Source: an optimization exercise on an open RTL-to-GDS flow (aim: small area). Production flows keep margins and buffers that such runs may drop. Only simulation tests tie the RTL to the original design; equivalence was not proved. Power is estimated from default activity; no workload was simulated.

**flow/design.v**
```verilog
`timescale 1ns / 1ps
module CV_LR5_TOP
(
    input CLK,
    input SYS_NRST,
    input UART_RXD,
    output wire UART_TXD,
    output [7:0] LED
);
localparam T_ADD = 3'd1, T_MUL = 3'd5, T_WR = 3'd3, T_ON = 3'd7,
           T_OFF = 3'd0, T_LED = 3'd4, T_ERR = 3'd2;
localparam S_IDLE = 4'd0, S_KW = 4'd1, S_KW1 = 4'd2, S_OP1 = 4'd3,
           S_SP2 = 4'd4, S_OP2 = 4'd5, S_CR = 4'd6, S_LF = 4'd7,
           S_EXEC = 4'd8, S_TX = 4'd9;
reg [9:0] ph;
always @(posedge CLK) ph <= ph + 10'd1;
wire [5:0] p6 = ph[5:0];
wire pass_beg = (p6 == 6'd0);
wire pass_end = (p6 == 6'd63);
reg s1, s2;
always @(posedge CLK) begin
    s1 <= UART_RXD;
    s2 <= s1;
end
localparam RX_ARM = 2'd0, RX_BSY = 2'd1, RX_SKP = 2'd2, RX_RST = 2'd3;
reg [1:0] rxst;
reg [7:0] rsh;
wire rx_smp = (p6 == 6'd62);
always @(posedge CLK, negedge SYS_NRST)
begin
    if (!SYS_NRST) rxst <= RX_RST;
    else if (rx_smp)
        case (rxst)
            RX_ARM:  if (!s2) rxst <= RX_BSY;
            RX_BSY:  if (rsh[0]) rxst <= RX_SKP;      
            default: rxst <= RX_ARM;
        endcase
end
always @(posedge CLK)
begin
    if (rx_smp) begin
        if (rxst == RX_ARM) begin
            if (!s2) rsh <= 8'h80;
        end
        else if (rxst == RX_BSY) rsh <= {s2, rsh[7:1]};
    end
end
wire rx_done = (rxst == RX_SKP) & pass_end;
wire [7:0] ch = rsh;
wire is_dig = (ch[7:4] == 4'h3) & (~ch[3] | (ch[2:1] == 2'b00));
wire is_let = (ch[7:6] == 2'b01) & ~ch[4] & ~ch[3] & (ch[2:0] != 3'd0) & (ch[2:0] != 3'd7);
wire hexok = is_dig | is_let;
wire [3:0] hv = ch[6] ? ch[3:0] + 4'd9 : ch[3:0];
reg [3:0] st;
reg [2:0] ty;
reg [4:0] c;
reg wp;            
reg [4:0] dg;      
reg mat;           
reg [7:0] rom_ch;
always @(*)
begin
    case ({ty, c})
        8'd1: rom_ch = 8'h53;
        8'd2: rom_ch = 8'h75;
        8'd3: rom_ch = 8'h63;
        8'd4: rom_ch = 8'h63;
        8'd5: rom_ch = 8'h65;
        8'd6: rom_ch = 8'h73;
        8'd7: rom_ch = 8'h73;
        8'd8: rom_ch = 8'h20;
        8'd9: rom_ch = 8'h4F;
        8'd10: rom_ch = 8'h46;
        8'd11: rom_ch = 8'h46;
        8'd12: rom_ch = 8'h34;
        8'd13: rom_ch = 8'h30;
        8'd14: rom_ch = 8'h5F;
        8'd15: rom_ch = 8'h38;
        8'd16: rom_ch = 8'h0D;
        8'd17: rom_ch = 8'h0A;
        8'd34: rom_ch = 8'h52;
        8'd35: rom_ch = 8'h65;
        8'd36: rom_ch = 8'h73;
        8'd37: rom_ch = 8'h75;
        8'd38: rom_ch = 8'h6C;
        8'd39: rom_ch = 8'h74;
        8'd40: rom_ch = 8'h20;
        8'd41: rom_ch = 8'h41;
        8'd42: rom_ch = 8'h44;
        8'd43: rom_ch = 8'h44;
        8'd44: rom_ch = 8'h33;
        8'd45: rom_ch = 8'h36;
        8'd46: rom_ch = 8'h3A;
        8'd47: rom_ch = 8'h20;
        8'd57: rom_ch = 8'h0D;
        8'd58: rom_ch = 8'h0A;
        8'd66: rom_ch = 8'h45;
        8'd67: rom_ch = 8'h72;
        8'd68: rom_ch = 8'h72;
        8'd69: rom_ch = 8'h6F;
        8'd70: rom_ch = 8'h72;
        8'd71: rom_ch = 8'h20;
        8'd72: rom_ch = 8'h63;
        8'd73: rom_ch = 8'h6F;
        8'd74: rom_ch = 8'h6D;
        8'd75: rom_ch = 8'h6D;
        8'd76: rom_ch = 8'h61;
        8'd77: rom_ch = 8'h6E;
        8'd78: rom_ch = 8'h64;
        8'd79: rom_ch = 8'h21;
        8'd80: rom_ch = 8'h21;
        8'd81: rom_ch = 8'h21;
        8'd82: rom_ch = 8'h0D;
        8'd83: rom_ch = 8'h0A;
        8'd97: rom_ch = 8'h53;
        8'd98: rom_ch = 8'h75;
        8'd99: rom_ch = 8'h63;
        8'd100: rom_ch = 8'h63;
        8'd101: rom_ch = 8'h65;
        8'd102: rom_ch = 8'h73;
        8'd103: rom_ch = 8'h73;
        8'd104: rom_ch = 8'h20;
        8'd105: rom_ch = 8'h57;
        8'd106: rom_ch = 8'h52;
        8'd107: rom_ch = 8'h34;
        8'd108: rom_ch = 8'h30;
        8'd109: rom_ch = 8'h5F;
        8'd110: rom_ch = 8'h38;
        8'd111: rom_ch = 8'h0D;
        8'd112: rom_ch = 8'h0A;
        8'd129: rom_ch = 8'h53;
        8'd130: rom_ch = 8'h75;
        8'd131: rom_ch = 8'h63;
        8'd132: rom_ch = 8'h63;
        8'd133: rom_ch = 8'h65;
        8'd134: rom_ch = 8'h73;
        8'd135: rom_ch = 8'h73;
        8'd136: rom_ch = 8'h20;
        8'd137: rom_ch = 8'h4C;
        8'd138: rom_ch = 8'h45;
        8'd139: rom_ch = 8'h44;
        8'd140: rom_ch = 8'h34;
        8'd141: rom_ch = 8'h30;
        8'd142: rom_ch = 8'h5F;
        8'd143: rom_ch = 8'h38;
        8'd144: rom_ch = 8'h0D;
        8'd145: rom_ch = 8'h0A;
        8'd160: rom_ch = 8'h0D;
        8'd161: rom_ch = 8'h0A;
        8'd162: rom_ch = 8'h52;
        8'd163: rom_ch = 8'h65;
        8'd164: rom_ch = 8'h73;
        8'd165: rom_ch = 8'h75;
        8'd166: rom_ch = 8'h6C;
        8'd167: rom_ch = 8'h74;
        8'd168: rom_ch = 8'h20;
        8'd169: rom_ch = 8'h4D;
        8'd170: rom_ch = 8'h55;
        8'd171: rom_ch = 8'h4C;
        8'd172: rom_ch = 8'h36;
        8'd173: rom_ch = 8'h34;
        8'd174: rom_ch = 8'h3A;
        8'd175: rom_ch = 8'h20;
        8'd225: rom_ch = 8'h53;
        8'd226: rom_ch = 8'h75;
        8'd227: rom_ch = 8'h63;
        8'd228: rom_ch = 8'h63;
        8'd229: rom_ch = 8'h65;
        8'd230: rom_ch = 8'h73;
        8'd231: rom_ch = 8'h73;
        8'd232: rom_ch = 8'h20;
        8'd233: rom_ch = 8'h4F;
        8'd234: rom_ch = 8'h4E;
        8'd235: rom_ch = 8'h34;
        8'd236: rom_ch = 8'h30;
        8'd237: rom_ch = 8'h5F;
        8'd238: rom_ch = 8'h38;
        8'd239: rom_ch = 8'h0D;
        8'd240: rom_ch = 8'h0A;
        default: rom_ch = 8'h00;
    endcase
end
wire ty_add = (ty == T_ADD);
wire ty_mul = (ty == T_MUL);
wire ty_arith = ty_add | ty_mul;
wire ty_short = (ty == T_WR) | (ty == T_ON);
wire kwdone = (rom_ch == 8'h3A) | (rom_ch == 8'h0D);
wire kwspec = (ty == T_ON) & (c == 5'd10) & (ch == 8'h46);    
wire last1 = ty_add ? (c[3:0] == 4'd8) : ty_mul ? (c[3:0] == 4'd15) : (c[3:0] == 4'd9);
wire last2 = ty_add ? (c[3:0] == 4'd8) : ty_mul ? (c[3:0] == 4'd15) : (c[3:0] == 4'd1);
wire hact = ty_mul & (|dg[3:0]);
reg txb;           
reg txd;
reg [63:0] ra, rp;
wire isdig = c[4] & (ty_mul | (ty_add & (~c[3] | (c[2:0] == 3'd0))));
wire tx_bnd = (st == S_TX) & (p6 == {~c[3:0], 2'b00});
wire [3:0] nib = {rp[60], rp[61], rp[62], rp[63]};
wire [7:0] hexch = (nib < 4'd10) ? {4'h3, nib} : {4'h4, nib - 4'd9};
wire [7:0] txch = isdig ? hexch : rom_ch;
wire [3:0] k = ph[9:6];
wire ch_end = tx_bnd & txb & (k == 4'd11);
wire win = (ph[7:3] == {dg[0], dg[4:1]});
always @(posedge CLK, negedge SYS_NRST)
begin
    if (!SYS_NRST) begin
        st <= S_IDLE;
        wp <= 1'b0;
    end
    else begin
        if (wp & pass_end) begin
            wp <= 1'b0;
            if (st == S_OP1 | st == S_OP2) begin
                c <= c + 5'd1;
                if (st == S_OP1 & last1) st <= S_SP2;
                if (st == S_OP2 & last2) st <= S_CR;
            end
        end
        if (rx_done) begin
            case (st)
                S_IDLE: begin
                    st <= S_KW1;
                    ty <= {ch[3], ch[1], ch[0]};
                    c <= 5'd9;
                end
                S_KW: begin
                    if (kwdone & (ch == 8'h20)) begin
                        c <= 5'd0;
                        st <= S_OP1;
                    end
                    else if (~kwdone & (ch == rom_ch | kwspec)) begin
                        c <= c + 5'd1;
                        if (kwspec) ty <= T_OFF;
                    end
                    else begin ty <= T_ERR; c <= 5'd2; st <= S_TX; end
                end
                S_SP2: begin
                    if (ch == 8'h20) begin
                        c <= 5'd0;
                        st <= S_OP2;
                    end
                    else begin ty <= T_ERR; c <= 5'd2; st <= S_TX; end
                end
                S_OP1, S_OP2: begin
                    if (hexok) wp <= 1'b1;
                    else begin ty <= T_ERR; c <= 5'd2; st <= S_TX; end
                end
                S_CR: begin
                    if (ch == 8'h0D) begin
                        st <= S_LF;
                        if (ty_add) wp <= 1'b1;
                    end
                    else begin ty <= T_ERR; c <= 5'd2; st <= S_TX; end
                end
                S_LF: begin
                    if (ch == 8'h0A) st <= S_EXEC;
                    else begin ty <= T_ERR; c <= 5'd2; st <= S_TX; end
                end
                default: ;
            endcase
        end
        if (st == S_KW1) begin
            if (ch == rom_ch) begin
                st <= S_KW;
                c <= 5'd10;
            end
            else begin ty <= T_ERR; c <= 5'd2; st <= S_TX; end
        end
        if (st == S_EXEC & win & (ph[2:0] == 3'd7)) begin
            st <= S_TX;
            c <= ty_arith ? 5'd2 : 5'd1;
        end
        if (ch_end) begin
            c <= c + 5'd1;
            if (txch == 8'h0A) st <= S_IDLE;
        end
    end
end
wire [63:0] led_k = {40'h2F753998EE, 24'd0};
wire [63:0] ram_k = {40'h9B7D1AC5E0, 24'd0};
wire a_ok = (ty == T_WR) ? ((p6 < 6'd29) | (ra[63] == ram_k[p6]))
                         : ((p6 < 6'd25) | (ra[63] == led_k[p6]));
always @(posedge CLK)
    if (st == S_SP2) mat <= a_ok & (mat | pass_beg);
always @(posedge CLK)
begin
    if (rx_done & hexok & (st == S_OP1) & ~ty_arith) dg <= {hv, dg[1]};
    else if (rx_done & hexok & (st == S_OP2) & ty_mul) dg <= {hv, 1'b1};
    else if (pass_end & hact) dg <= {dg[3:0], 1'b0};
end
reg pd, cy;
wire dbit = hv[p6[1:0]];
wire [3:0] slot = ~c[3:0];
wire [3:0] slot2 = ty_arith ? slot : {dg[3:1], ~c[0]};
wire zero_m = wp & (st == S_OP1) & ty_mul;
wire add_m  = wp & (st == S_LF) & ty_add;
wire aw_m   = wp & (st == S_OP1) & (p6[5:2] == slot);
wire pw_m   = wp & (st == S_OP2) & ~ty_mul & (p6[5:2] == slot2);
wire sx = hact ? (pd & ~pass_beg) : rp[63];
wire sy = ra[63] & (~hact | dg[4]);
wire ss = sx ^ sy ^ cy;
wire rp_in = zero_m ? 1'b0 : (hact | add_m) ? ss : pw_m ? dbit : rp[63];
wire ra_in = aw_m ? dbit : ra[63];
always @(posedge CLK)
begin
    ra <= {ra[62:0], ra_in};
    rp <= {rp[62:0], rp_in};
    pd <= rp[63];
    cy <= (pass_end | (add_m & (p6 == 6'd27))) ? 1'b0 : ((sx & sy) | (sx & cy) | (sy & cy));
end
reg [255:0] ram;
wire ram_we = (st == S_EXEC) & win & (ty == T_WR) & mat;
always @(posedge CLK) ram <= {ram[254:0], ram_we ? rp[63] : ram[255]};
reg [7:0] mask;
reg [4:0] laddr;
wire led_up = (st == S_EXEC) & win & mat & (ty == T_ON | ty == T_OFF | ty == T_LED);
wire lm_old = dg[1] ? laddr[0] : mask[0];
wire lm_new = (ty == T_ON) ? (lm_old | rp[63]) : (ty == T_OFF) ? (lm_old & ~rp[63]) : rp[63];
always @(posedge CLK, negedge SYS_NRST)
begin
    if (!SYS_NRST) begin
        mask <= 8'h00;
        laddr <= 5'd0;
    end
    else if (led_up) begin
        if (dg[1]) begin
            if (~ph[2] | (ph[1:0] == 2'd0)) laddr <= {lm_new, laddr[4:1]};
        end
        else mask <= {lm_new, mask[7:1]};
    end
end
reg [7:0] ledreg;
always @(posedge CLK)
    if (ph == {laddr, 3'd0})
        ledreg <= {ram[248], ram[249], ram[250], ram[251], ram[252], ram[253], ram[254], ram[255]};
assign LED = ledreg & mask;
always @(posedge CLK, negedge SYS_NRST)
begin
    if (!SYS_NRST) begin
        txb <= 1'b0;
        txd <= 1'b1;
    end
    else if (tx_bnd & (txb | (k == 4'd0))) begin
        txb <= (k != 4'd11);
        case (k)
            4'd0: txd <= 1'b0;
            4'd1: txd <= txch[0];
            4'd2: txd <= txch[1];
            4'd3: txd <= txch[2];
            4'd4: txd <= txch[3];
            4'd5: txd <= txch[4];
            4'd6: txd <= txch[5];
            4'd7: txd <= txch[6];
            4'd8: txd <= txch[7];
            4'd9: txd <= ^txch;
            default: txd <= 1'b1;
        endcase
    end
end
assign UART_TXD = txd;
endmodule
```
**flow/flow/run.sh**
```bash
#!/bin/bash
set -euo pipefail
cd "$(dirname "$0")/.."
bash standard.sh SYNTH_SCRIPT="$PWD/flow/area_synth.tcl" \
    "BUFFER_PORTS_ARGS=-buffer_cell sky130_fd_sc_hd__buf_1" finish > flow_make.log 2>&1
```
**flow/flow/area_synth.tcl**
```tcl
# The standard flow's synthesis script (synth_recipe.tcl, beside flow/), with one change:
# the combinational logic is mapped by Yosys's default ABC script, which aims
# at area, instead of ORFS's delay-driven script with buffering and sizing.
# Flip-flop mapping, names and everything else are unchanged.
proc abc {args} {
  set keep [list]
  set skip 0
  foreach a $args {
    if { $skip } { set skip 0; continue }
    if { $a in {-script -constr -D} } { set skip 1; continue }
    lappend keep $a
  }
  yosys abc {*}$keep
}
source [file join [file dirname [file normalize [info script]]] .. synth_recipe.tcl]
```
**flow/standard.sh**
```bash
#!/bin/bash
# synth_recipe.tcl (not shown) runs the flow's synth.tcl, then flattens the netlist and writes it again
# the make line also repeats each setting of config.mk as NAME=value (left out here)
make -C /OpenROAD-flow-scripts/flow DESIGN_CONFIG=/design/flow/config.mk WORK_HOME=/design/flow/orfs CLKGATE_MAP_FILE= SYNTH_SCRIPT=/design/flow/synth_recipe.tcl "${@:-finish}"
```
**flow/config.mk**
```make
export PLATFORM = sky130hd
export DESIGN_NAME = CV_LR5_TOP
export DESIGN_NICKNAME = CV_LR5_TOP
export VERILOG_FILES = /design/flow/design.v
export SDC_FILE = /design/flow/constraint.sdc
export NUM_CORES = 4
export LEC_CHECK = 0
export CAP_MARGIN = 0
export CORE_MARGIN = 2
export CORE_UTILIZATION = 70
export CTS_BUF_LIST = sky130_fd_sc_hd__clkbuf_8
export CTS_CLUSTER_DIAMETER = 45
export CTS_CLUSTER_SIZE = 20
export SLEW_MARGIN = 0
```
**flow/constraint.sdc**
```tcl
create_clock -name core_clock -period 15.0 [get_ports {CLK}]
set_input_delay 3.0000 -clock core_clock [delete_from_list [all_inputs] [get_ports {CLK}]]
set_output_delay 3.0000 -clock core_clock [all_outputs]
set_load 0.01 [all_outputs]
```
==> results of run 1 <==
[synth_stat cells (3+ instances only)]
library cell               count
sky130_fd_sc_hd__o32a_1        3
sky130_fd_sc_hd__dfrtp_1      19
sky130_fd_sc_hd__nor2b_1      21
sky130_fd_sc_hd__nand4_1      11
sky130_fd_sc_hd__nand3_1      19
sky130_fd_sc_hd__a22o_1        5
sky130_fd_sc_hd__nand3b_1      4
sky130_fd_sc_hd__dfstp_2       3
sky130_fd_sc_hd__or4_1         3
sky130_fd_sc_hd__mux2i_1       9
sky130_fd_sc_hd__and3_1        9
sky130_fd_sc_hd__nand2_1      57
sky130_fd_sc_hd__or2_0         5
sky130_fd_sc_hd__a21boi_0      3
sky130_fd_sc_hd__o221ai_1      3
sky130_fd_sc_hd__a21o_1        9
sky130_fd_sc_hd__nor3b_1       3
sky130_fd_sc_hd__mux2_1       20
sky130_fd_sc_hd__a21oi_1      51
sky130_fd_sc_hd__edfxtp_1     30
sky130_fd_sc_hd__dfxtp_1     405
sky130_fd_sc_hd__clkinv_1     29
sky130_fd_sc_hd__a31o_1        3
sky130_fd_sc_hd__o31ai_1       6
sky130_fd_sc_hd__o21ai_0      43
sky130_fd_sc_hd__and2_0       18
sky130_fd_sc_hd__a31oi_1      13
sky130_fd_sc_hd__nor2_1       74
sky130_fd_sc_hd__ha_1         26
sky130_fd_sc_hd__o21a_1        3
sky130_fd_sc_hd__a211oi_1     11
sky130_fd_sc_hd__o211ai_1      4
sky130_fd_sc_hd__nor4_1       12
sky130_fd_sc_hd__xor2_1       18
sky130_fd_sc_hd__o22ai_1       9
sky130_fd_sc_hd__xnor2_1      14
sky130_fd_sc_hd__nor3_1       19
sky130_fd_sc_hd__a41oi_1       3
sky130_fd_sc_hd__nor4bb_1      3
[through the flow]
stage	total power [mW]	setup WS, ns	util, %
6_report	1.965	8.728	76.99
5_1_grt	2.015	8.503	76.99
4_1_cts	1.968	8.973	76.99
3_5_place_dp	1.347	8.547	73.52
3_3_place_gp	1.347	8.580	73.52
2_1_floorplan	1.318	9.586	-
[power groups by stage]
stage / combinational [mW] / clock (mW) / sequential (mW)
final: 0.0818 / 0.643 / 1.24
after global routing: 0.0879 / 0.686 / 1.24
after CTS: 0.0799 / 0.648 / 1.24
after detailed placement: 0.0790 / 0 / 1.27
after global placement: 0.0798 / 0 / 1.27
after floorplan: 0.0556 / 0 / 1.26
[critical path, stage by stage, from the launching register on]
cell	delay [ns]
sky130_fd_sc_hd__edfxtp_1	0.60
sky130_fd_sc_hd__ha_1	0.31
sky130_fd_sc_hd__ha_1	0.18
sky130_fd_sc_hd__or3_1	0.33
sky130_fd_sc_hd__nor4_1	0.95
sky130_fd_sc_hd__nor3_1	0.22
sky130_fd_sc_hd__a2111oi_0	0.47
sky130_fd_sc_hd__o221a_1	0.25
sky130_fd_sc_hd__o21ai_0	0.12
sky130_fd_sc_hd__mux2i_1	0.64
sky130_fd_sc_hd__clkinv_1	0.54
sky130_fd_sc_hd__ha_1	0.46
sky130_fd_sc_hd__a221oi_1	0.29
sky130_fd_sc_hd__o2bb2ai_1	0.11
sky130_fd_sc_hd__a31o_1	0.21
sky130_fd_sc_hd__or4_1	0.45
[cell type report]
cell class / count / area (sq um) / area share [%]
flip-flops and latches: 457 / 9563 / 66.62
inverters: 29 / 108.9 / 0.7584
well taps: 234 / 292.8 / 2.040
clock inverters: 17 / 152.6 / 1.063
clock buffers: 36 / 495.5 / 3.452
repair buffers: 20 / 110.1 / 0.7671
multi-input cells: 559 / 3631 / 25.30
[layer usage]
layer / track usage, % / part of all wire [%]
met4: 13.32 / 4.5
met3: 7.931 / 9.4
met1: 40.11 / 40
met2: 50.10 / 47
met5: 0 / 0
[cell families after synthesis]
family	count (synthesis)
flops	457
simple gates	269
compound gates	202
xor+xnor	32
buf+inv	29
mux	29
fa+ha+maj	27
[sequential cells by signal, summed over array words and instances (netlist names), 3 cells and up]
name / flops
ram: 256
ra: 64
rp: 64
ph: 10
ledreg: 8
mask: 8
rsh: 8
rom_ch: 7
c: 5
dg: 5
laddr: 5
st: 4
ty: 3
[path summary, 6_finish.rpt]
| kind | from | to | slack (ns) | cells after the start |
|---|---|---|---|---|
| hold reg to reg | ram[106]$_DFF_P_ | ram[107]$_DFF_P_ | 0.33 | 0 |
| max in group asynchronous | SYS_NRST | rxst[1]$_DFFE_PN1P_ | 12.08 | 2 |
| min in group asynchronous | SYS_NRST | st[1]$_DFF_PN0_ | 2.51 | 2 |
| setup reg to reg | rsh[0]$_SDFFCE_PP0P_ | rom_ch[3]$_DFF_P_ | 8.73 | 15 |
| setup / recovery | rsh[0]$_SDFFCE_PP0P_ | rom_ch[3]$_DFF_P_ | 8.73 | 15 |
| hold / removal | ram[106]$_DFF_P_ | ram[107]$_DFF_P_ | 0.33 | 0 |
==> summary.md, run 1 <==
| Metric | Value |
|---|---|
| Antenna diodes | `0` |
| CTS tree | `yes` |
| Net count after synthesis | `1075` |
| Residual DRC count | `0` |
| Die H | `141.8 um` |
| IR Drop Worst-Case VDD | `0.0001299 V` |
| Synthesis-to-finish area growth | `7.952%` |
| Aggregate negative setup slack | `0 ns` |
| I/O Pins | `12` |
| Number of nets in the layout | `1132` |
| Die Footprint | `0.02011 sq mm` |
| Total of max-cap violations | `0` |
| Share of Yosys cell area claimed by the top area cell type | `60.98%` |
| Clock latency reported for the late side of the worst-skew pair | `0.58 ns` |
| Total power density per cell area | `136.9 mW/mm^2` |
| Setup crit end kind | `flop` |
| Result of the run | `timing/DRC/antenna clean` |
| Standard-cell rows | `50` |
| Synthesis-stage register bit count | `457` |
| Dominant combinational cell family by area after synthesis | `simple AND/OR/NAND/NOR gates` |
| Initial standard-cell utilization of the core | `71.32%` |
| Final Instance Area | `0.01435 sq mm` |
| Critical Path Fanout Max | `12` |
| Post-Route Hold Slack | `0.3252 ns` |
| Share of async-settable or async-resettable flops after synthesis | `4.814%` |
| Sinks on the clock net | `457` |
| Die W | `141.8 um` |
| Leakage power | `5.555 nW` |
| Post-placement cell area | `0.01371 sq mm` |
| Adder-cell share of the synthesized area | `2.597%` |
| Buffers from clock root to sink, at most | `3` |
| Share of cell area taken by muxes after synthesis | `2.371%` |
| H-tree level count | `2` |
| Post-synthesis share of cell area spent on xor and xnor gates | `2.108%` |
| Share of post-route cells with drive strength above 1 | `5.456%` |
| Post-layout min period | `6.272 ns` |
| Switching Share | `23.62%` |
| Largest net degree at the start of global routing | `43` |
| Core footprint | `0.01864 sq mm` |
| Top achievable clock speed | `159.4 MHz` |
| All-layer global routing usage | `31.01%` |
| Cells taking the most area after synthesis | `sky130_fd_sc_hd__dfxtp_1, sky130_fd_sc_hd__edfxtp_1, sky130_fd_sc_hd__dfrtp_1` |
| Via Count | `8351` |
| Number of enable-type register cells in the synthesized netlist | `30` |
| Data arrival at the endpoint of the critical path | `6.69 ns` |
| Number of distinct library cells after synthesis | `68` |
| Commonest non-fill, non-tap cell in the layout | `sky130_fd_sc_hd__dfxtp_1` |
| Number of cells in the design after placement | `1299` |
| Worst Tran Pin Value | `1.186 ns` |
| Count of instances resized after the clock tree is built | `0` |
| Worst Setup Path Type | `reg -> reg` |
| Number of global-route vias before repair | `8480` |
| Clock Skews | `0.05421 ns` |
| Initial DRC Count | `871` |
| Yosys warning count | `1` |
| Inserted Clock Buffers | `35` |
| Cell count after synthesis | `1045` |
| Final ANT Viol Nets | `0` |
| Flip-flop cell with the highest count after synthesis | `sky130_fd_sc_hd__dfxtp_1` |
| Setup Buffers After CTS | `0` |
| Residual overflow from global routing | `0` |
| Pint | `1.501 mW` |
| Req. time, crit path | `15.42 ns` |
| Complex-gate fraction of the synthesized area | `10.03%` |
| Clock share of power | `32.7%` |
| HPWL Detailed | `19150 um` |
| Final weighted congestion in routability-driven placement | `0.8975` |
| Normalized max-slew margin | `20.79%` |
| Clock edge transition at the registers on the reported setup and hold paths | `0.12 ns` |
| Power share of the sequential group | `63.1%` |
| Drt wl/cell | `22.35 um` |
| Total net switching power | `0.4643 mW` |
| Max-slew violations | `0` |
| Post-Route WL | `30210 um` |
| Number of non-filler instances in the completed layout | `1352` |
| Hold buffer count at cts | `0` |
| Most area-hungry cell type in the Yosys netlist | `sky130_fd_sc_hd__dfxtp_1` |
| Final-layout fill cell count | `1003` |
| Synthesized area | `0.01330 sq mm` |
| Via-per-instance ratio | `6.177` |
| Logic pwr share | `4.2%` |
| Share of the clock period used by the worst path | `41.81%` |
| Final count of hold timing violations | `0` |
| Antenna violations before repair | `0` |
| RSZ-0062 raised after global routing | `false` |
| Buffer cell driving the clock tree root | `sky130_fd_sc_hd__clkbuf_8` |
| Area fraction in and, or, nand and nor cells after synthesis | `10.15%` |
| Sequential area share after synthesis | `71.92%` |
| Most used cells in the layout excluding fill and tap cells | `sky130_fd_sc_hd__dfxtp_1, sky130_fd_sc_hd__nor2_1, sky130_fd_sc_hd__nand2_1` |
| Port-buffer cells | `11` |
| Global-route wire length before repair | `47400 um` |
| Count of final setup violators | `0` |
| Hold Crit Class | `reg -> reg` |
| Average footprint of a synthesized cell | `12.72 sq um` |
| Critical path startpoint category | `flop` |
| Total iterations of the first detailed-routing run | `11` |
==> inputs of run 2 (changes only) <==
--- a/flow/config.mk
+++ b/flow/config.mk
@@ -10,5 +10,5 @@
 export CORE_UTILIZATION = 70
 export CTS_BUF_LIST = sky130_fd_sc_hd__clkbuf_8
-export CTS_CLUSTER_DIAMETER = 45
-export CTS_CLUSTER_SIZE = 20
+export CTS_CLUSTER_DIAMETER = 60
+export CTS_CLUSTER_SIZE = 18
 export SLEW_MARGIN = 0
==> run 2 against run 1 <==
Still clean. Critical path depth is the same. Count of clock-buffer cells in the layout is 5 lower. Global-route usage down 0.81 points.
==> summary.md, run 2 <==
| Metric | Value |
|---|---|
| Clock edge transition at the registers on the reported setup and hold paths | `0.12 ns (about the same)` |
| Sinks on the clock net | `457 (unchanged)` |
| Initial standard-cell utilization of the core | `71.32% (unchanged)` |
| Post-layout min period | `6.192 ns (-0.07986 ns)` |
| Die H | `141.8 um (unchanged)` |
| Largest register by flop count | `ram` |
| Average footprint of a synthesized cell | `12.72 sq um (unchanged)` |
| Residual DRC count | `0 (unchanged)` |
| Most used cells in the layout excluding fill and tap cells | `sky130_fd_sc_hd__dfxtp_1, sky130_fd_sc_hd__nor2_1, sky130_fd_sc_hd__nand2_1` |
| Die Footprint | `0.02011 sq mm (unchanged)` |
| Standard-cell rows | `50 (unchanged)` |
| Number of flip-flops under the largest register name | `256 (unchanged)` |
| Core occupancy in the finished layout | `76.14% (-0.85 points)` |
| Final count of hold timing violations | `0 (unchanged)` |
| Net count after synthesis | `1075 (unchanged)` |
| Critical Path Fanout Max | `12 (unchanged)` |
| Max incr delay on CP | `0.83 ns (-0.12 ns)` |
| Cells along the critical path | `ha_1 > ha_1 > or3_1 > nor4_1 > nor3_1 > a2111oi_0 > o221a_1 > o21ai_0 > mux2i_1 > clkinv_1 > ha_1 > a221oi_1 > o2bb2ai_1 > a31o_1 > or4_1` |
| Via-per-instance ratio | `6.213 (+0.59%)` |
| Via Count | `8326 (-0.30%)` |
| Number of distinct library cells after synthesis | `68 (unchanged)` |
| Share of post-route cells with drive strength above 1 | `4.340% (-1.1 points)` |
| Share of the clock period used by the worst path | `41.28% (-0.53 points)` |
| Depth of the most critical reg-to-reg path | `15 (unchanged)` |
| Total power density per cell area | `132.0 mW/mm^2 (-3.6%)` |
| Max-slew violations | `0 (unchanged)` |
| Largest net degree at the start of global routing | `43 (unchanged)` |
| Startpoint of the worst register-to-register path | `rsh[0]$_SDFFCE_PP0P_` |
| Share of async-settable or async-resettable flops after synthesis | `4.814% (unchanged)` |
| Most used standard cell by instance count after synthesis | `sky130_fd_sc_hd__dfxtp_1` |
| HPWL Detailed | `19150 um (unchanged)` |
| Synthesis-stage register bit count | `457 (unchanged)` |
| Residual overflow from global routing | `0 (unchanged)` |
| Critical path's most frequent cell | `sky130_fd_sc_hd__ha_1` |
| I/O Pins | `12 (unchanged)` |
| Number of nets in the layout | `1127 (-0.44%)` |
| Final weighted congestion in routability-driven placement | `0.8975 (unchanged)` |
| Req. time, crit path | `15.46 ns (+0.04 ns)` |
| Final ANT Viol Nets | `0 (unchanged)` |
| CTS tree | `yes` |
| Port-buffer cells | `11 (unchanged)` |
| Count of instances resized after the clock tree is built | `0 (unchanged)` |
| Core footprint | `0.01864 sq mm (unchanged)` |
| Critical path startpoint category | `flop` |
| Hold depth | `0 (unchanged)` |
| R2R Setup Slk | `8.81 ns (+0.08 ns)` |
| Worst setup path endpoint | `rom_ch[3]$_DFF_P_` |
| Total of max-cap violations | `0 (unchanged)` |
| Crit path max-delay cell type | `sky130_fd_sc_hd__nor4_1` |
| Antenna violations before repair | `1 (+1)` |
| Top achievable clock speed | `161.5 MHz (+1.3%)` |
| IR Drop Worst-Case VDD | `0.0001205 V (-7.2%)` |
| Worst Tran Pin Value | `1.170 ns (-0.01599 ns)` |
| Buffers from clock root to sink, at most | `3 (unchanged)` |
| Normalized max-slew margin | `21.86% (+1.1 points)` |
| Clock Skews | `0.02495 ns (-0.02926 ns)` |
| Hold buffer count at cts | `0 (unchanged)` |
| Capturing point of the worst reg2reg path | `rom_ch[3]$_DFF_P_` |
| Inserted Clock Buffers | `30 (-14%)` |
| Drt wl/cell | `22.20 um (-0.64%)` |
| Synthesis-to-finish area growth | `6.757%` |
| Synthesized area | `0.01330 sq mm (unchanged)` |
| Ranking of synthesized cells by instance count | `sky130_fd_sc_hd__dfxtp_1, sky130_fd_sc_hd__nor2_1, sky130_fd_sc_hd__nand2_1, sky130_fd_sc_hd__a21oi_1, sky130_fd_sc_hd__o21ai_0` |
| Final Instance Area | `0.01419 sq mm (-1.1%)` |
| Count of final setup violators | `0 (unchanged)` |
| Global-route wire length before repair | `46800 um (-1.3%)` |
| Commonest non-fill, non-tap cell in the layout | `sky130_fd_sc_hd__dfxtp_1` |
| Critical Path Start | `rsh[0]$_SDFFCE_PP0P_` |
| Cell count after synthesis | `1045 (unchanged)` |
| Sequential area share after synthesis | `71.92% (unchanged)` |
| Flip-flop cell with the highest count after synthesis | `sky130_fd_sc_hd__dfxtp_1` |
| Setup Buffers After CTS | `0 (unchanged)` |
| Yosys warning count | `1 (unchanged)` |
| Cells taking the most area after synthesis | `sky130_fd_sc_hd__dfxtp_1, sky130_fd_sc_hd__edfxtp_1, sky130_fd_sc_hd__dfrtp_1` |
| Die W | `141.8 um (unchanged)` |
| All-layer global routing usage | `30.21% (-0.81 points)` |
| Post-placement cell area | `0.01371 sq mm (unchanged)` |
| Antenna diodes | `0 (unchanged)` |
| Worst Setup Path Type | `reg -> reg` |
| Result of the run | `timing/DRC/antenna clean` |
| H-tree level count | `1 (-1)` |
| Aggregate negative setup slack | `0 ns (unchanged)` |
| Combined flip-flop and latch cell area | `0.009563 sq mm (unchanged)` |
| Most area-hungry cell type in the Yosys netlist | `sky130_fd_sc_hd__dfxtp_1` |
| Regs by FF count | `ram: 256 flops, ra: 64 flops, rp: 64 flops` |
| Buffer cell driving the clock tree root | `sky130_fd_sc_hd__clkbuf_8` |
| Clock latency reported for the late side of the worst-skew pair | `0.60 ns (+0.02 ns)` |
| Leakage power | `5.483 nW (-1.3%)` |
| Initial DRC Count | `993 (+14%)` |
| Data arrival at the endpoint of the critical path | `6.65 ns (-0.04 ns)` |
| Number of enable-type register cells in the synthesized netlist | `30 (unchanged)` |
| Hold Crit Class | `reg -> reg` |
| Share of Yosys cell area claimed by the top area cell type | `60.98% (unchanged)` |
| RSZ-0062 raised after global routing | `false` |
| Number of global-route vias before repair | `8325 (-1.8%)` |
| Final-layout fill cell count | `1056 (+5.3%)` |
| Multi-input gate area | `0.003631 sq mm (unchanged)` |
| Setup crit end kind | `flop` |
| Post-Route WL | `29750 um (-1.5%)` |
| Total iterations of the first detailed-routing run | `7 (-4)` |
-- run 2: critical path, delay by kind of cell (launching register included) --
family                     cells  cell delay (ns)
and+or+nand+nor                4             1.79
AOI/OAI and AO/OA              6             1.51
adders and majority gates      3             0.95
muxes                          1             0.66
DFF                            1             0.61
buffers and inverters          1             0.54
-- run 2: worst min path at each step --
stage	endpoint	from
floorplan	ra[10]$_DFF_P_	ra[9]$_DFF_P_
global placement	ram[237]$_DFF_P_	ram[236]$_DFF_P_
detailed placement	ra[37]$_DFF_P_	ra[36]$_DFF_P_
CTS	ram[6]$_DFF_P_	ram[5]$_DFF_P_
global route	ra[28]$_DFF_P_	ra[27]$_DFF_P_
finish	ra[35]$_DFF_P_	ra[34]$_DFF_P_
-- run 2: where the power goes --
group          switching [mW]  internal (mW)  leakage, nW
Combinational          0.0523         0.0291         1.41
Sequential            0.00972           1.23         3.80
Clock                   0.358          0.194        0.278
Total                   0.420           1.45         5.48
-- run 2: per-stage QoR --
step                      setup slack (ns)  power [mW]  hold slack, ns  instances
after floorplan                      9.586       1.318          0.3096       1045
after CTS                            9.152       1.877          0.3248       1340
after global routing                 8.649       1.923          0.3389       1340
after global placement               8.580       1.347          0.3099       1299
final                                8.808       1.874          0.3227       1340
after detailed placement             8.547       1.347          0.3121       1299
-- run 2: cell families after synthesis --
family                   count (synthesis)  share of synthesized area, %
AO/OA/AOI/OAI                          202                         10.03
XOR/XNOR                                32                         2.108
adder cells (fa/ha/maj)                 27                         2.597
buffers and inverters                   29                        0.8186
flip-flops                             457                         71.92
multiplexers                            29                         2.371
AND/OR/NAND/NOR                        269                         10.15
-- run 2: area by class of cell --
| type | instances | area share, % |
|---|---|---|
| Inverter | 29 | 0.7669 |
| Timing Repair Buffer | 20 | 0.7757 |
| Multi-Input combinational cell | 559 | 25.58 |
| Tap cell | 234 | 2.063 |
| Clock buffer | 31 | 3.006 |
| Sequential cell | 457 | 67.37 |
| Clock inverter | 10 | 0.4407 |
-- run 2: routing by layer --
metal / vias up / track usage [%] / share of wire (%) / wire, um
li1: 3791 / - / - / -
met1: 3850 / 40.27 / 40 / 11870
met2: 551 / 48.52 / 46 / 13680
met3: 134 / 7.121 / 9.9 / 2956
met4: 0 / 11.68 / 4.2 / 1242
met5: - / 0 / 0 / 0
==> inputs of run 3 (changes only) <==
--- a/flow/design.v
+++ b/flow/design.v
@@ -9,5 +9,5 @@
 );
 localparam T_ADD = 3'd1, T_MUL = 3'd5, T_WR = 3'd3, T_ON = 3'd7,
-           T_OFF = 3'd0, T_LED = 3'd4, T_ERR = 3'd2;
+           T_OFF = 3'd6, T_LED = 3'd4, T_ERR = 3'd0;
 localparam S_IDLE = 4'd0, S_KW = 4'd1, S_KW1 = 4'd2, S_OP1 = 4'd3,
            S_SP2 = 4'd4, S_OP2 = 4'd5, S_CR = 4'd6, S_LF = 4'd7,
@@ -58,127 +58,107 @@
 reg [4:0] dg;      
 reg mat;           
-reg [7:0] rom_ch;
-always @(*)
-begin
-    case ({ty, c})
-        8'd1: rom_ch = 8'h53;
-        8'd2: rom_ch = 8'h75;
-        8'd3: rom_ch = 8'h63;
-        8'd4: rom_ch = 8'h63;
-        8'd5: rom_ch = 8'h65;
-        8'd6: rom_ch = 8'h73;
-        8'd7: rom_ch = 8'h73;
-        8'd8: rom_ch = 8'h20;
-        8'd9: rom_ch = 8'h4F;
-        8'd10: rom_ch = 8'h46;
-        8'd11: rom_ch = 8'h46;
-        8'd12: rom_ch = 8'h34;
-        8'd13: rom_ch = 8'h30;
-        8'd14: rom_ch = 8'h5F;
-        8'd15: rom_ch = 8'h38;
-        8'd16: rom_ch = 8'h0D;
-        8'd17: rom_ch = 8'h0A;
-        8'd34: rom_ch = 8'h52;
-        8'd35: rom_ch = 8'h65;
-        8'd36: rom_ch = 8'h73;
-        8'd37: rom_ch = 8'h75;
-        8'd38: rom_ch = 8'h6C;
-        8'd39: rom_ch = 8'h74;
-        8'd40: rom_ch = 8'h20;
-        8'd41: rom_ch = 8'h41;
-        8'd42: rom_ch = 8'h44;
-        8'd43: rom_ch = 8'h44;
-        8'd44: rom_ch = 8'h33;
-        8'd45: rom_ch = 8'h36;
-        8'd46: rom_ch = 8'h3A;
-        8'd47: rom_ch = 8'h20;
-        8'd57: rom_ch = 8'h0D;
-        8'd58: rom_ch = 8'h0A;
-        8'd66: rom_ch = 8'h45;
-        8'd67: rom_ch = 8'h72;
-        8'd68: rom_ch = 8'h72;
-        8'd69: rom_ch = 8'h6F;
-        8'd70: rom_ch = 8'h72;
-        8'd71: rom_ch = 8'h20;
-        8'd72: rom_ch = 8'h63;
-        8'd73: rom_ch = 8'h6F;
-        8'd74: rom_ch = 8'h6D;
-        8'd75: rom_ch = 8'h6D;
-        8'd76: rom_ch = 8'h61;
-        8'd77: rom_ch = 8'h6E;
-        8'd78: rom_ch = 8'h64;
-        8'd79: rom_ch = 8'h21;
-        8'd80: rom_ch = 8'h21;
-        8'd81: rom_ch = 8'h21;
-        8'd82: rom_ch = 8'h0D;
-        8'd83: rom_ch = 8'h0A;
-        8'd97: rom_ch = 8'h53;
-        8'd98: rom_ch = 8'h75;
-        8'd99: rom_ch = 8'h63;
-        8'd100: rom_ch = 8'h63;
-        8'd101: rom_ch = 8'h65;
-        8'd102: rom_ch = 8'h73;
-        8'd103: rom_ch = 8'h73;
-        8'd104: rom_ch = 8'h20;
-        8'd105: rom_ch = 8'h57;
-        8'd106: rom_ch = 8'h52;
-        8'd107: rom_ch = 8'h34;
-        8'd108: rom_ch = 8'h30;
-        8'd109: rom_ch = 8'h5F;
-        8'd110: rom_ch = 8'h38;
-        8'd111: rom_ch = 8'h0D;
-        8'd112: rom_ch = 8'h0A;
-        8'd129: rom_ch = 8'h53;
-        8'd130: rom_ch = 8'h75;
-        8'd131: rom_ch = 8'h63;
-        8'd132: rom_ch = 8'h63;
-        8'd133: rom_ch = 8'h65;
-        8'd134: rom_ch = 8'h73;
-        8'd135: rom_ch = 8'h73;
-        8'd136: rom_ch = 8'h20;
-        8'd137: rom_ch = 8'h4C;
-        8'd138: rom_ch = 8'h45;
-        8'd139: rom_ch = 8'h44;
-        8'd140: rom_ch = 8'h34;
-        8'd141: rom_ch = 8'h30;
-        8'd142: rom_ch = 8'h5F;
-        8'd143: rom_ch = 8'h38;
-        8'd144: rom_ch = 8'h0D;
-        8'd145: rom_ch = 8'h0A;
-        8'd160: rom_ch = 8'h0D;
-        8'd161: rom_ch = 8'h0A;
-        8'd162: rom_ch = 8'h52;
-        8'd163: rom_ch = 8'h65;
-        8'd164: rom_ch = 8'h73;
-        8'd165: rom_ch = 8'h75;
-        8'd166: rom_ch = 8'h6C;
-        8'd167: rom_ch = 8'h74;
-        8'd168: rom_ch = 8'h20;
-        8'd169: rom_ch = 8'h4D;
-        8'd170: rom_ch = 8'h55;
-        8'd171: rom_ch = 8'h4C;
-        8'd172: rom_ch = 8'h36;
-        8'd173: rom_ch = 8'h34;
-        8'd174: rom_ch = 8'h3A;
-        8'd175: rom_ch = 8'h20;
-        8'd225: rom_ch = 8'h53;
-        8'd226: rom_ch = 8'h75;
-        8'd227: rom_ch = 8'h63;
-        8'd228: rom_ch = 8'h63;
-        8'd229: rom_ch = 8'h65;
-        8'd230: rom_ch = 8'h73;
-        8'd231: rom_ch = 8'h73;
-        8'd232: rom_ch = 8'h20;
-        8'd233: rom_ch = 8'h4F;
-        8'd234: rom_ch = 8'h4E;
-        8'd235: rom_ch = 8'h34;
-        8'd236: rom_ch = 8'h30;
-        8'd237: rom_ch = 8'h5F;
-        8'd238: rom_ch = 8'h38;
-        8'd239: rom_ch = 8'h0D;
-        8'd240: rom_ch = 8'h0A;
-        default: rom_ch = 8'h00;
-    endcase
-end
+wire [7:0] rom_ch;
+wire [7:0] ri = {ty, c};
+assign rom_ch[0] = (~ri[3] & ~ri[4] & ri[6])
+                   | (~ri[3] & ~ri[4] & ~ri[5] & ri[7])
+                   | (~ri[0] & ~ri[2] & ~ri[3] & ~ri[5])
+                   | (ri[0] & ~ri[1] & ~ri[2] & ri[3] & ri[5])
+                   | (~ri[1] & ri[2] & ~ri[3] & ri[5])
+                   | (ri[0] & ri[2] & ri[5] & ri[6])
+                   | (~ri[2] & ri[3] & ~ri[5] & ~ri[6] & ~ri[7])
+                   | (ri[0] & ~ri[1] & ~ri[3] & ~ri[7])
+                   | (ri[0] & ri[1] & ~ri[2] & ~ri[3] & ri[5])
+                   | (~ri[0] & ri[1] & ri[2] & ~ri[5] & ri[7])
+                   | (~ri[0] & ~ri[1] & ri[2] & ri[3] & ~ri[6] & ~ri[7])
+                   | (~ri[0] & ri[1] & ~ri[2] & ri[3] & ~ri[6] & ri[7])
+                   | (~ri[0] & ~ri[1] & ~ri[2] & ~ri[3] & ~ri[4])
+                   | (ri[0] & ri[1] & ri[3] & ~ri[5] & ~ri[7])
+                   | (ri[0] & ~ri[1] & ~ri[2] & ri[3] & ri[6] & ri[7]);
+assign rom_ch[1] = (~ri[0] & ~ri[1] & ri[2] & ~ri[3])
+                   | (ri[0] & ~ri[2] & ~ri[3] & ri[6])
+                   | (ri[1] & ri[2] & ~ri[3] & ri[6])
+                   | (ri[0] & ~ri[1] & ri[3] & ri[5] & ri[6])
+                   | (~ri[0] & ri[2] & ri[3] & ri[5] & ~ri[6])
+                   | (~ri[0] & ri[4] & ri[5])
+                   | (ri[0] & ri[1] & ~ri[2] & ~ri[3] & ~ri[5])
+                   | (~ri[0] & ri[1] & ~ri[2] & ri[3] & ri[6])
+                   | (ri[0] & ~ri[1] & ~ri[2] & ~ri[3] & ri[7])
+                   | (~ri[0] & ri[1] & ri[2] & ~ri[5] & ri[7])
+                   | (ri[0] & ~ri[1] & ~ri[4] & ~ri[5] & ~ri[6] & ~ri[7])
+                   | (ri[0] & ~ri[2] & ~ri[5] & ri[6] & ri[7])
+                   | (~ri[0] & ri[1] & ~ri[2] & ~ri[3] & ri[5] & ~ri[6])
+                   | (~ri[0] & ri[2] & ~ri[3] & ~ri[5])
+                   | (ri[0] & ~ri[1] & ri[2] & ri[3] & ~ri[7])
+                   | (ri[0] & ri[1] & ~ri[3] & ~ri[5] & ri[7])
+                   | (~ri[0] & ~ri[1] & ~ri[2] & ri[3] & ~ri[5] & ~ri[7]);
+assign rom_ch[2] = (ri[0] & ~ri[1] & ri[2] & ri[5])
+                   | (ri[0] & ~ri[2] & ri[3] & ri[7])
+                   | (~ri[0] & ri[1] & ~ri[2] & ~ri[5])
+                   | (ri[0] & ri[3] & ri[5] & ri[6])
+                   | (ri[1] & ~ri[2] & ri[3] & ~ri[4] & ~ri[6])
+                   | (ri[0] & ri[1] & ~ri[3] & ri[5] & ~ri[6])
+                   | (~ri[0] & ri[2] & ri[3] & ~ri[5] & ri[7])
+                   | (ri[0] & ~ri[1] & ri[2] & ~ri[3])
+                   | (~ri[0] & ri[4] & ~ri[5] & ri[7])
+                   | (~ri[0] & ri[1] & ~ri[2] & ~ri[3] & ri[6])
+                   | (ri[1] & ri[2] & ~ri[3] & ri[5] & ~ri[6])
+                   | (ri[0] & ~ri[1] & ri[3] & ~ri[5] & ~ri[6] & ~ri[7])
+                   | (ri[0] & ri[3] & ri[4])
+                   | (~ri[0] & ri[1] & ri[3] & ~ri[5])
+                   | (ri[1] & ~ri[2] & ri[3] & ri[7])
+                   | (~ri[0] & ~ri[1] & ~ri[2] & ~ri[3] & ~ri[4])
+                   | (~ri[0] & ~ri[1] & ri[2] & ri[3] & ~ri[6] & ri[7]);
+assign rom_ch[3] = (ri[1] & ri[2] & ri[3] & ri[6])
+                   | (ri[4] & ri[7])
+                   | (~ri[0] & ri[1] & ri[2] & ri[5] & ~ri[6])
+                   | (ri[0] & ~ri[1] & ~ri[2] & ri[3] & ri[7])
+                   | (ri[1] & ri[4])
+                   | (ri[0] & ~ri[1] & ~ri[4] & ~ri[5] & ~ri[6] & ~ri[7])
+                   | (ri[4] & ri[5])
+                   | (ri[0] & ri[2] & ri[3] & ri[5] & ri[6])
+                   | (~ri[1] & ~ri[2] & ~ri[3] & ri[5] & ~ri[6])
+                   | (ri[1] & ~ri[2] & ri[3] & ~ri[5] & ~ri[7])
+                   | (ri[1] & ri[2] & ri[3] & ~ri[5] & ri[7])
+                   | (~ri[0] & ri[1] & ri[3] & ri[5] & ri[6] & ri[7])
+                   | (ri[0] & ~ri[2] & ri[3] & ri[5] & ~ri[6] & ri[7]);
+assign rom_ch[4] = (~ri[0] & ri[2] & ri[3] & ri[5])
+                   | (ri[1] & ri[2] & ~ri[5] & ri[7])
+                   | (~ri[1] & ri[2] & ri[5] & ~ri[6])
+                   | (~ri[0] & ri[1] & ~ri[3] & ri[6])
+                   | (~ri[1] & ri[2] & ri[3] & ri[7])
+                   | (ri[0] & ri[1] & ri[2] & ~ri[3] & ri[5])
+                   | (~ri[1] & ~ri[2] & ~ri[3] & ~ri[4] & ri[6])
+                   | (~ri[0] & ri[1] & ~ri[2] & ~ri[3] & ri[5])
+                   | (~ri[0] & ri[2] & ~ri[3] & ~ri[5] & ~ri[7])
+                   | (ri[1] & ~ri[2] & ri[3] & ri[6] & ~ri[7])
+                   | (ri[0] & ~ri[1] & ri[3] & ri[5] & ri[6] & ~ri[7])
+                   | (~ri[1] & ~ri[2] & ~ri[3] & ~ri[4] & ~ri[5])
+                   | (~ri[0] & ri[1] & ~ri[2] & ~ri[3] & ri[7])
+                   | (ri[0] & ri[1] & ~ri[2] & ri[3] & ri[5] & ri[6])
+                   | (ri[0] & ~ri[2] & ~ri[3] & ~ri[4] & ~ri[5] & ~ri[7])
+                   | (~ri[0] & ri[1] & ~ri[2] & ri[5] & ~ri[6] & ri[7]);
+assign rom_ch[5] = (ri[2] & ~ri[3])
+                   | (~ri[0] & ~ri[1] & ri[3])
+                   | (ri[0] & ri[2] & ~ri[6])
+                   | (ri[0] & ri[1] & ~ri[3] & ~ri[4])
+                   | (~ri[0] & ri[2] & ri[5])
+                   | (ri[3] & ~ri[5] & ~ri[6] & ~ri[7])
+                   | (ri[1] & ~ri[3] & ri[6])
+                   | (ri[0] & ri[2] & ~ri[5])
+                   | (~ri[1] & ~ri[3] & ~ri[5] & ~ri[7])
+                   | (ri[0] & ri[1] & ~ri[2] & ri[5] & ri[6])
+                   | (ri[1] & ~ri[3] & ~ri[5] & ri[7]);
+assign rom_ch[6] = (~ri[3] & ~ri[4] & ri[6])
+                   | (ri[1] & ~ri[2] & ~ri[4] & ~ri[6])
+                   | (~ri[0] & ri[2] & ~ri[3])
+                   | (~ri[1] & ~ri[4] & ~ri[5] & ~ri[6] & ~ri[7])
+                   | (ri[2] & ~ri[3] & ri[5])
+                   | (~ri[0] & ri[1] & ri[3] & ~ri[5])
+                   | (ri[0] & ~ri[1] & ri[5] & ri[6])
+                   | (ri[0] & ~ri[2] & ~ri[4] & ~ri[5] & ri[7])
+                   | (ri[2] & ~ri[3] & ri[7])
+                   | (~ri[0] & ri[1] & ~ri[2] & ~ri[4])
+                   | (ri[0] & ~ri[2] & ri[3] & ~ri[4] & ~ri[6]);
+assign rom_ch[7] = 1'b0;
 wire ty_add = (ty == T_ADD);
 wire ty_mul = (ty == T_MUL);
--- a/flow/config.mk
+++ b/flow/config.mk
@@ -12,3 +12,4 @@
 export CTS_CLUSTER_DIAMETER = 60
 export CTS_CLUSTER_SIZE = 18
+export GPL_TIMING_DRIVEN = 0
 export SLEW_MARGIN = 0
==> run 3 against run 2 <==
Still clean. Global-route usage shrank 4.0 points. Register-to-register slack gained 1.1 ns. Worst setup slack gained 1.1 ns. Sequential cell count shrank 7. Core utilization grew 0.68 points. Critical path type unchanged. Critical endpoint is now ty[0]$_DFFE_PP_. Highest routed layer unchanged.
==> summary.md, run 3 <==
| Metric | Value |
|---|---|
| All-layer global routing usage | `26.18% (-4.0 points)` |
| Setup crit end kind | `flop` |
| Post-placement cell area | `0.01336 sq mm (-2.5%)` |
| Top achievable clock speed | `197.0 MHz (+22%)` |
| Switching Share | `24.49% (+2.1 points)` |
| Clock Skews | `0.03641 ns (+0.01146 ns)` |
| RSZ-0062 raised after global routing | `false` |
| Worst hold path endpoint | `ram[142]$_DFF_P_` |
| Share of the clock period used by the worst path | `33.85% (-7.4 points)` |
| Clock edge transition at the registers on the reported setup and hold paths | `0.11 ns (about the same)` |
| Req. time, crit path | `15.45 ns (about the same)` |
| Most used cells in the layout excluding fill and tap cells | `sky130_fd_sc_hd__dfxtp_1, sky130_fd_sc_hd__nand2_1, sky130_fd_sc_hd__nor2_1` |
| Via Count | `7806 (-6.2%)` |
| Critical path startpoint category | `flop` |
| Final ANT Viol Nets | `0 (unchanged)` |
| Capturing point of the worst reg2reg path | `ty[0]$_DFFE_PP_` |
| Most used standard cell by instance count after synthesis | `sky130_fd_sc_hd__dfxtp_1` |
| Startpoint of the worst register-to-register path | `c[2]$_DFFE_PP_` |
| Count of final setup violators | `0 (unchanged)` |
| Number of distinct library cells after synthesis | `66 (-2.9%)` |
| Result of the run | `timing/DRC/antenna clean` |
| Share of async-settable or async-resettable flops after synthesis | `4.889% (+0.075 points)` |
| Die H | `140.4 um (-0.98%)` |
| R2R Setup Slk | `9.92 ns (+1.11 ns)` |
| Cells taking the most area after synthesis | `sky130_fd_sc_hd__dfxtp_1, sky130_fd_sc_hd__edfxtp_1, sky130_fd_sc_hd__dfrtp_1` |
| I/O Pins | `12 (unchanged)` |
| IR Drop Worst-Case VDD | `0.0001372 V (+14%)` |
| Cells along the critical path | `nor2b_1 > and3_1 > a2111oi_0 > clkbuf_2 > a21o_1 > nand4b_1 > nor4_1 > o21ai_0 > a2111oi_0 > o21ai_0 > a21oi_1` |
| Regs by FF count | `ram: 256 flops, ra: 64 flops, rp: 64 flops` |
| Core footprint | `0.01809 sq mm (-3.0%)` |
| HPWL Detailed | `16670 um (-13%)` |
| Port-buffer cells | `11 (unchanged)` |
| Pint | `1.507 mW (+3.7%)` |
| Total iterations of the first detailed-routing run | `5 (-2)` |
| Largest net degree at the start of global routing | `42 (-2.3%)` |
| Drt wl/cell | `19.32 um (-13%)` |
| Critical Path Fanout Max | `40 (+28)` |
| Die W | `140.4 um (-0.98%)` |
| Sequential area share after synthesis | `72.32% (+0.40 points)` |
| CTS tree | `yes` |
| Residual overflow from global routing | `0 (unchanged)` |
| Post-Route WL | `25130 um (-16%)` |
| Final weighted congestion in routability-driven placement | `0.9278 (+3.4%)` |
| Count of instances resized after the clock tree is built | `0 (unchanged)` |
| Depth of the most critical reg-to-reg path | `11 (-4)` |
| Buffers from clock root to sink, at most | `3 (unchanged)` |
| Max-slew violations | `0 (unchanged)` |
| Via-per-instance ratio | `6.000 (-3.4%)` |
| Number of non-filler instances in the completed layout | `1301 (-2.9%)` |
| Final count of hold timing violations | `0 (unchanged)` |
| Total power density per cell area | `143.6 mW/mm^2 (+8.8%)` |
| Hold Crit Class | `reg -> reg` |
| Crit path max-delay cell type | `sky130_fd_sc_hd__edfxtp_1` |
| Post-layout min period | `5.077 ns (-1.115 ns)` |
| Setup Buffers After CTS | `0 (unchanged)` |
| Standard-cell rows | `49 (-2.0%)` |
| Post-Route Hold Slack | `0.3205 ns (-0.002239 ns)` |
| Share of post-route cells with drive strength above 1 | `3.918% (-0.42 points)` |
| Initial standard-cell utilization of the core | `72.04% (+0.72 points)` |
| Number of nets in the layout | `1084 (-3.8%)` |
| Logic pwr share | `7.9% (+3.6 points)` |
| Final Instance Area | `0.01389 sq mm (-2.1%)` |
| DP Worst Slack | `9.884 ns (+1.337 ns)` |
| Normalized max-slew margin | `8.679% (-13 points)` |
| Largest register by flop count | `ram` |
| Most area-hungry cell type in the Yosys netlist | `sky130_fd_sc_hd__dfxtp_1` |
| Synthesis-to-finish area growth | `6.646%` |
| Aggregate negative setup slack | `0 ns (unchanged)` |
| Commonest non-fill, non-tap cell in the layout | `sky130_fd_sc_hd__dfxtp_1` |
| Worst Tran Pin Value | `1.370 ns (+0.1999 ns)` |
| Power share of the sequential group | `64.3% (-1.9 points)` |
| Total net switching power | `0.4886 mW (+16%)` |
| Worst Setup Path Type | `reg -> reg` |
| Die Footprint | `0.01972 sq mm (-2.0%)` |
| Data arrival at the endpoint of the critical path | `5.53 ns (-1.12 ns)` |
| Residual DRC count | `0 (unchanged)` |
| Inserted Clock Buffers | `30 (unchanged)` |
| Buffer cell driving the clock tree root | `sky130_fd_sc_hd__clkbuf_8` |
| Average footprint of a synthesized cell | `12.82 sq um (+0.78%)` |
| Synthesis-stage register bit count | `450 (-1.5%)` |
| Clock share of power | `27.8% (-1.6 points)` |
| Max incr delay on CP | `1.21 ns (+0.38 ns)` |
| Number of cells in the design after placement | `1256 (-3.3%)` |
| Flip-flop cell with the highest count after synthesis | `sky130_fd_sc_hd__dfxtp_1` |
| Yosys warning count | `1 (unchanged)` |
| Hold_sp | `ram[141]$_DFF_P_` |
| Hold buffer count at cts | `0 (unchanged)` |
| Antenna diodes | `0 (unchanged)` |
| Cell count after synthesis | `1016 (-2.8%)` |
| Leakage power | `5.360 nW (-2.2%)` |
| Global-route wire length before repair | `40810 um (-13%)` |
| Initial DRC Count | `671 (-32%)` |
| Hold depth | `0 (unchanged)` |
| Clock latency reported for the late side of the worst-skew pair | `0.61 ns (about the same)` |
| Sinks on the clock net | `450 (-1.5%)` |
| Ranking of synthesized cells by instance count | `sky130_fd_sc_hd__dfxtp_1, sky130_fd_sc_hd__nand2_1, sky130_fd_sc_hd__nor2_1, sky130_fd_sc_hd__o21ai_0, sky130_fd_sc_hd__a21oi_1` |
| H-tree level count | `1 (unchanged)` |
| Share of Yosys cell area claimed by the top area cell type | `61.15% (+0.18 points)` |
| Synthesized area | `0.01303 sq mm (-2.0%)` |
| Final-layout fill cell count | `1041 (-1.4%)` |
| Number of flip-flops under the largest register name | `256 (unchanged)` |
| Antenna violations before repair | `0 (-1)` |
| Total of max-cap violations | `0 (unchanged)` |
| Net count after synthesis | `1040 (-3.3%)` |
| Number of enable-type register cells in the synthesized netlist | `30 (unchanged)` |
| Worst path setup slack after routing | `9.923 ns (+1.115 ns)` |
| Number of global-route vias before repair | `7617 (-8.5%)` |
-- run 3: changes by cell type after synthesis, sizes merged, moves of 5 or more --
cell,delta
nand2b,+12
xnor2,+8
nand4b,+8
nor2,-15
a22o,-5
dfxtp,-7
a21oi,-13
ha,-6
nand3,+8
xor2,-10
a211oi,-6
nand2,+5
-- run 3: per-layer routing --
metal | track usage [%] | vias up | share of wire (%)
met4 | 8.453 | 0 | 3.0
met1 | 37.09 | 3730 | 44
met5 | 0 | - | 0
met2 | 42.08 | 324 | 46
met3 | 4.000 | 72 | 6.3
li1 | - | 3680 | -
-- run 3: worst max path at each step --
stage / from / endpoint / slack (ns) / depth (start not counted)
final: c[2]$_DFFE_PP_ / ty[0]$_DFFE_PP_ / 9.92 / 11
after global routing: c[2]$_DFFE_PP_ / ty[0]$_DFFE_PP_ / 9.62 / 11
after CTS: c[1]$_DFFE_PP_ / ty[0]$_DFFE_PP_ / 9.87 / 12
after detailed placement: c[1]$_DFFE_PP_ / ty[0]$_DFFE_PP_ / 9.88 / 12
after global placement: c[1]$_DFFE_PP_ / ty[0]$_DFFE_PP_ / 9.99 / 12
after floorplan: c[0]$_DFFE_PP_ / c[1]$_DFFE_PP_ / 11.24 / 12
-- run 3: kinds of logic (layout without fill, tap and decap cells) --
logic type               after synthesis  count (layout)  share of synthesized area, %
XOR/XNOR                              30              30                         2.017
AND/OR/NAND/NOR                      294             294                         11.97
buffers and inverters                 25              81                        0.7203
adder cells (fa/ha/maj)               21              21                         2.074
flip-flops                           450             450                         72.32
AO/OA/AOI/OAI                        170             170                         8.528
multiplexers                          26              26                         2.372
-- run 3: final cells by class --
cell class,count,area [sq um],area share [%]
well taps,229,286.5,2.062
flip-flops and latches,450,9423,67.82
clock buffers,30,412.9,2.972
repair buffers,12,47.55,0.3422
clock inverters,14,118.9,0.8555
multi-input cells,541,3512,25.28
inverters,25,93.84,0.6754
-- run 3: stage by stage --
stage / power (mW) / utilization, %
finish: 1.995 / 76.82
global route: 2.068 / 76.82
CTS: 2.003 / 76.80
detailed placement: 1.462 / 73.86
global placement: 1.450 / 73.85
floorplan: 1.402 / -
-- run 3: critical path, delay by kind of cell (launching register included) --
family	cells	cell delay (ns)
flip-flops	1	1.21
AO/OA/AOI/OAI	6	2.04
buffers and inverters	1	0.27
AND/OR/NAND/NOR	4	1.36
-- run 3: power by group through the flow --
stage	sequential, mW	combinational [mW]	clock, mW
6_report	1.28	0.157	0.554
5_1_grt	1.29	0.174	0.607
4_1_cts	1.28	0.155	0.567
3_5_place_dp	1.31	0.154	0
3_3_place_gp	1.31	0.145	0
2_1_floorplan	1.29	0.112	0
==> inputs of run 4 (changes only) <==
--- a/flow/config.mk
+++ b/flow/config.mk
@@ -12,4 +12,3 @@
 export CTS_CLUSTER_DIAMETER = 60
 export CTS_CLUSTER_SIZE = 18
-export GPL_TIMING_DRIVEN = 0
 export SLEW_MARGIN = 0
==> run 4 against run 3 <==
Total power grew 0.72%. First-iteration DRC count is 46% higher. Synthesized cell count did not move. Still clean. Highest routed layer unchanged. Area after synthesis is the same. Routed wire length grew 15%. Global-route usage up 3.4 points. Die area is the same. Critical path depth is 1 higher. Register-to-register slack hardly changed. Via count rose by 4.8%. Critical path type unchanged.
==> summary.md, run 4 <==
| Metric | Value |
|---|---|
| Share of the clock period used by the worst path | `33.76% (-0.091 points)` |
| Result of the run | `timing/DRC/antenna clean` |
| Setup crit end kind | `flop` |
| Sequential area share after synthesis | `72.32% (unchanged)` |
| Clock latency reported for the late side of the worst-skew pair | `0.61 ns (about the same)` |
| Antenna diodes | `0 (unchanged)` |
| Inserted Clock Buffers | `29 (-3.3%)` |
| Aggregate negative setup slack | `0 ns (unchanged)` |
| Final weighted congestion in routability-driven placement | `0.9339 (+0.66%)` |
| Initial DRC Count | `977 (+46%)` |
| Clock edge transition at the registers on the reported setup and hold paths | `0.12 ns (about the same)` |
| Req. time, crit path | `15.47 ns (+0.02 ns)` |
| Residual DRC count | `0 (unchanged)` |
| Max-slew violations | `0 (unchanged)` |
| Startpoint of the worst register-to-register path | `c[0]$_DFFE_PP_` |
| Logic pwr share | `8.7% (+0.8 points)` |
| Max incr delay on CP | `0.89 ns (-0.32 ns)` |
| Global-route wire length before repair | `45660 um (+12%)` |
| Most used cells in the layout excluding fill and tap cells | `sky130_fd_sc_hd__dfxtp_1, sky130_fd_sc_hd__nand2_1, sky130_fd_sc_hd__nor2_1` |
| Pint | `1.505 mW (about the same)` |
| Synthesis-stage register bit count | `450 (unchanged)` |
| Final count of hold timing violations | `0 (unchanged)` |
| Via Count | `8179 (+4.8%)` |
| Worst Setup Path Type | `reg -> reg` |
| Sinks on the clock net | `450 (unchanged)` |
| Post-Route WL | `28960 um (+15%)` |
| Hold depth | `0 (unchanged)` |
| Multi-input gate area | `0.003512 sq mm (unchanged)` |
| Combined flip-flop and latch cell area | `0.009423 sq mm (unchanged)` |
| CTS tree | `yes` |
| Number of nets in the layout | `1089 (+0.46%)` |
| Buffers from clock root to sink, at most | `3 (unchanged)` |
| Number of buffer and inverter instances along the worst setup path | `1 (unchanged)` |
| Die W | `140.4 um (unchanged)` |
| Depth of the most critical reg-to-reg path | `12 (+1)` |
| Hold buffer count at cts | `0 (unchanged)` |
| Data arrival at the endpoint of the critical path | `5.53 ns (about the same)` |
| Critical Path Fanout Max | `20 (-50%)` |
| Clock Skews | `0.02077 ns (-0.01564 ns)` |
| Most used standard cell by instance count after synthesis | `sky130_fd_sc_hd__dfxtp_1` |
| Regs by FF count | `ram: 256 flops, ra: 64 flops, rp: 64 flops` |
| Final-layout fill cell count | `1006 (-3.4%)` |
| Net count after synthesis | `1040 (unchanged)` |
| R2R Setup Slk | `9.94 ns (about the same)` |
| Number of distinct library cells after synthesis | `66 (unchanged)` |
| Share of Yosys cell area claimed by the top area cell type | `61.15% (unchanged)` |
| Crit path max-delay cell type | `sky130_fd_sc_hd__edfxtp_1` |
| Total power density per cell area | `144.4 mW/mm^2 (+0.54%)` |
| Critical path startpoint category | `flop` |
| Largest net degree at the start of global routing | `42 (unchanged)` |
| Number of flip-flops under the largest register name | `256 (unchanged)` |
| Hold_sp | `ram[29]$_DFF_P_` |
| Number of enable-type register cells in the synthesized netlist | `30 (unchanged)` |
| Worst Tran Pin Value | `1.098 ns (-0.2718 ns)` |
| Average footprint of a synthesized cell | `12.82 sq um (unchanged)` |
| RSZ-0062 raised after global routing | `false` |
| Cells taking the most area after synthesis | `sky130_fd_sc_hd__dfxtp_1, sky130_fd_sc_hd__edfxtp_1, sky130_fd_sc_hd__dfrtp_1` |
| Total net switching power | `0.5043 mW (+3.2%)` |
| Antenna violations before repair | `0 (unchanged)` |
| Normalized max-slew margin | `26.12% (+17 points)` |
| Power share of the sequential group | `63.8% (-0.5 points)` |
| Hold Crit Class | `reg -> reg` |
| Setup Buffers After CTS | `0 (unchanged)` |
| Synthesized area | `0.01303 sq mm (unchanged)` |
| Count of final setup violators | `0 (unchanged)` |
| Share of post-route cells with drive strength above 1 | `4.356% (+0.44 points)` |
| IR Drop Worst-Case VDD | `0.0001237 V (-9.8%)` |
| Flip-flop cell with the highest count after synthesis | `sky130_fd_sc_hd__dfxtp_1` |
| Cell count after synthesis | `1016 (unchanged)` |
| Synthesis-to-finish area growth | `6.838%` |
| Total of max-cap violations | `0 (unchanged)` |
[run 4: cell counts after synthesis]
Identical to the previous run, type by type.
[run 4: cell type report]
class                           instances  share of cell area, %
Sequential cell                       450                  67.69
Multi-Input combinational cell        541                  25.23
Clock buffer                           30                  2.966
Tap cell                              229                  2.058
Clock inverter                         15                 0.6921
Timing Repair Buffer                   18                 0.6831
Inverter                               25                 0.6742
[run 4: kinds of logic after synthesis]
| group | Yosys count | share of synthesized area [%] |
|---|---|---|
| flops | 450 | 72.32 |
| simple gates | 294 | 11.97 |
| compound gates | 170 | 8.528 |
| xor+xnor | 30 | 2.017 |
| mux | 26 | 2.372 |
| buf+inv | 25 | 0.7203 |
| fa+ha+maj | 21 | 2.074 |
[run 4: layer usage]
metal / routed length [um] / vias to the layer above / part of all wire (%) / GRT usage, %
met4: 1456 / 0 / 5.0 / 13.82
li1: - / 3683 / - / -
met2: 13450 / 486 / 46 / 47.76
met3: 2251 / 126 / 7.8 / 5.162
met5: 0 / - / 0 / 0
met1: 11800 / 3884 / 41 / 39.36
[run 4: worst max path at each step]
stage	startpoint	to	slack (ns)	cells after the start
global route	c[0]$_DFFE_PP_	c[0]$_DFFE_PP_	9.76	12
floorplan	c[0]$_DFFE_PP_	c[1]$_DFFE_PP_	11.24	12
finish	c[0]$_DFFE_PP_	ty[0]$_DFFE_PP_	9.94	12
global placement	c[0]$_DFFE_PP_	ty[0]$_DFFE_PP_	10.35	12
detailed placement	c[0]$_DFFE_PP_	ty[0]$_DFFE_PP_	10.21	12
CTS	c[0]$_DFFE_PP_	ty[0]$_DFFE_PP_	10.17	12
[run 4: per-stage QoR]
stage / total power, mW / hold WS (ns) / setup WS [ns] / instance area (sq um) / cells
after detailed placement: 1.471 / 0.3121 / 10.21 / 13410 / 1263
after CTS: 2.012 / 0.3272 / 10.17 / 13920 / 1308
final: 2.010 / 0.3187 / 9.936 / 13920 / 1308
after global routing: 2.069 / 0.3310 / 9.763 / 13920 / 1308
after global placement: 1.458 / 0.3098 / 10.35 / 13410 / 1263
after floorplan: 1.402 / 0.3096 / 11.24 / 13030 / 1016
[run 4: power by group through the flow]
stage	Sequential (mW)	Combinational [mW]	Clock, mW
5_1_grt	1.29	0.186	0.597
3_3_place_gp	1.31	0.153	0
6_report	1.28	0.175	0.552
2_1_floorplan	1.29	0.112	0
4_1_cts	1.28	0.170	0.563
3_5_place_dp	1.31	0.164	0

Re-timed with assumed drivers on the ports (clkbuf_16 on the clock, buf_2 on other inputs), run 4 has 9.936 ns of setup slack against 9.936 ns with ideal ports, and 9.936 ns once port delays also move by the mid clock arrival of 0.642 ns.
